What follows belongs to an exercise in optimizing a design on an open flow for small area; a production flow would make more cautious choices.
The RTL was checked by simulation tests, not by an equivalence proof against the original design.
The clock port is modelled as an ideal driver; clocking choices that lean on that would not hold on a real chip.
Power is estimated from default activity; no workload was simulated.

== main ==
// genius_top
module genius_top
	(
		input CLOCK_50,
		input RESET_N,
		input [3:0] KEY,
		output [7:0] LEDG,
		output [3:0] COLOR,
		output [6:0] HEX0,
		output [6:0] HEX1,
		output [6:0] HEX2,
		output [6:0] HEX3,
		output [6:0] HEX4,
		output [6:0] HEX5,
		output [6:0] HEX6,
		output [6:0] HEX7
	);
For scale: ~890 cells after synthesis, ~140 flip-flops, ~7400 um2 of cells after synthesis.
clock: 10.0 ns
lec_check: 0
cap_margin: 20
core_margin: 2
core_utilization: 40
slew_margin: 20
standard.sh (not shown) runs the stock make flow with config.mk's settings and CLKGATE_MAP_FILE= SYNTH_SCRIPT=/design/flow/synth_recipe.tcl, a recipe that flattens the netlist after the stock synthesis.
==> flow/flow/run.sh <==
#!/bin/bash
# Own layout flow: the standard flow's synthesis (synth_recipe.tcl) with adders left to ABC
# (no full/half-adder cells) and an area-oriented ABC script, then the standard flow's
# standard layout (standard.sh) with 1x port buffers and a clock tree of
# smaller buffers without dummy loads (leaf buffers with many flip-flops
# upsized after CTS, flow/post_cts.tcl).
# Logs: synth_make.log and standard.log here, each step's log in orfs/logs.
set -euo pipefail
W=$PWD
export MY_ABC_SCRIPT=$W/flow/abc_area.script
export FLOW_SYNTH_TCL=$W/synth_recipe.tcl
export BUFFER_PORTS_ARGS="-buffer_cell sky130_fd_sc_hd__buf_1"
export POST_CTS_TCL=$W/flow/post_cts.tcl
export CTS_ARGS="-sink_clustering_enable -repair_clock_nets -dont_use_dummy_load -buf_list sky130_fd_sc_hd__clkbuf_4 -root_buf sky130_fd_sc_hd__clkbuf_8"
make -C "$FLOW_HOME" DESIGN_CONFIG=$W/config.mk WORK_HOME=$W/orfs CLKGATE_MAP_FILE= ADDER_MAP_FILE= SYNTH_SCRIPT=$W/flow/synth.tcl synth > synth_make.log 2>&1
bash standard.sh > standard.log 2>&1
==> flow/flow/abc_area.script <==
strash
&get -n
&fraig -x
&put
scorr
dc2
balance
rewrite
refactor
balance
rewrite
rewrite -z
balance
refactor -z
rewrite -z
balance
strash
dch -f
amap -m
topo
==> flow/flow/post_cts.tcl <==
set block [ord::get_db_block]
set changed 0
foreach inst [$block getInsts] {
  if {[[$inst getMaster] getName] ne "sky130_fd_sc_hd__clkbuf_4"} { continue }
  set onet "NULL"
  foreach it [$inst getITerms] {
    if {[$it isOutputSignal]} { set onet [$it getNet] }
  }
  if {$onet eq "NULL" || $onet eq ""} { continue }
  set sinks 0
  foreach it [$onet getITerms] {
    if {[$it isInputSignal]} { incr sinks }
  }
  if {$sinks >= 11} {
    replace_cell [get_cells [$inst getName]] sky130_fd_sc_hd__clkbuf_8
    incr changed
  }
}
puts "post_cts: upsized $changed clock buffers"
if {$changed > 0} {
  detailed_placement
  check_placement -verbose
  estimate_parasitics -placement
}
==> flow/flow/synth.tcl <==
proc abc {args} {
  set i [lsearch -exact $args -script]
  if { $i >= 0 } { lset args [expr {$i + 1}] $::env(MY_ABC_SCRIPT) }
  set j [lsearch -exact $args -D]
  if { $j >= 0 } { set args [lreplace $args $j [expr {$j + 1}]] }
  yosys abc {*}$args
}
source $::env(FLOW_SYNTH_TCL)
No stage failed in main, and the final checks on the layout all came back clean.
Edits applied to the flow inputs when going from main to the feature branch:
-- flow/flow/run.sh --
<<< main, line 5
# smaller buffers without dummy loads (leaf buffers with many flip-flops
# upsized after CTS, flow/post_cts.tcl).
>>> the feature branch, line 5
# smaller buffers without dummy loads (leaf buffers resized to their
# flip-flop count after CTS, flow/post_cts.tcl).
-- flow/flow/post_cts.tcl --
<<< main, line 2
set changed 0
>>> the feature branch, line 2
set up 0
set down 0
<<< main, line 11
>>> the feature branch, line 12
  set bufs 0
<<< main, line 12
    if {[$it isInputSignal]} { incr sinks }
>>> the feature branch, line 14
    if {[$it isInputSignal]} {
      incr sinks
      if {[string match "sky130_fd_sc_hd__clkbuf_*" [[[$it getInst] getMaster] getName]]} { incr bufs }
    }
<<< main, line 14
>>> the feature branch, line 19
  if {$bufs > 0} { continue }
<<< main, line 16
    incr changed
>>> the feature branch, line 22
    incr up
  } elseif {$sinks <= 6} {
    replace_cell [get_cells [$inst getName]] sky130_fd_sc_hd__clkbuf_2
    incr down
<<< main, line 19
puts "post_cts: upsized $changed clock buffers"
if {$changed > 0} {
>>> the feature branch, line 28
puts "post_cts: upsized $up and downsized $down clock buffers"
if {$up + $down > 0} {
==> results.txt <==
main vs the feature branch, critical path's slowest cell: dfxtp_1 vs nor2_1
The critical path's largest stage delay on main is in line with that on the feature branch.
As far as part of the power in registers is concerned, the feature branch and main perform about the same.
The feature branch reports a lower worst setup slack than main does.
Compared with main, in the feature branch area of the die stayed essentially flat, total power density per cell area stayed essentially flat, via count stayed essentially flat.
Looking at main and the feature branch, the worst-case headroom to the max-slew limit is a wash.

[separate check: timing with driven ports]
Ports are ideal in the flow. The routed layouts listed here were re-timed in OpenROAD.
Step 1 sets driving cells, clkbuf_16 on the clock port and buf_2 on the other inputs (assumed; they add their load-dependent delay and slew).
Step 2 moves the port delays by t, midway between the first and last clock arrival at a register: inputs arrive t later, outputs are due t later. That takes back most of the time a late clock gives input paths.
a / b / c = no drivers / after step 1 / after step 2; a / b = the first two.
run | shift t [ns] | setup slack, ns | worst slew at a driven data input, ns
main | 0.466 | 4.267 / 4.267 / 4.267 | 0.03
the feature branch | 0.465 | 4.263 / 4.263 / 4.263 | 0.03
After both steps setup and hold are still met in every run listed.
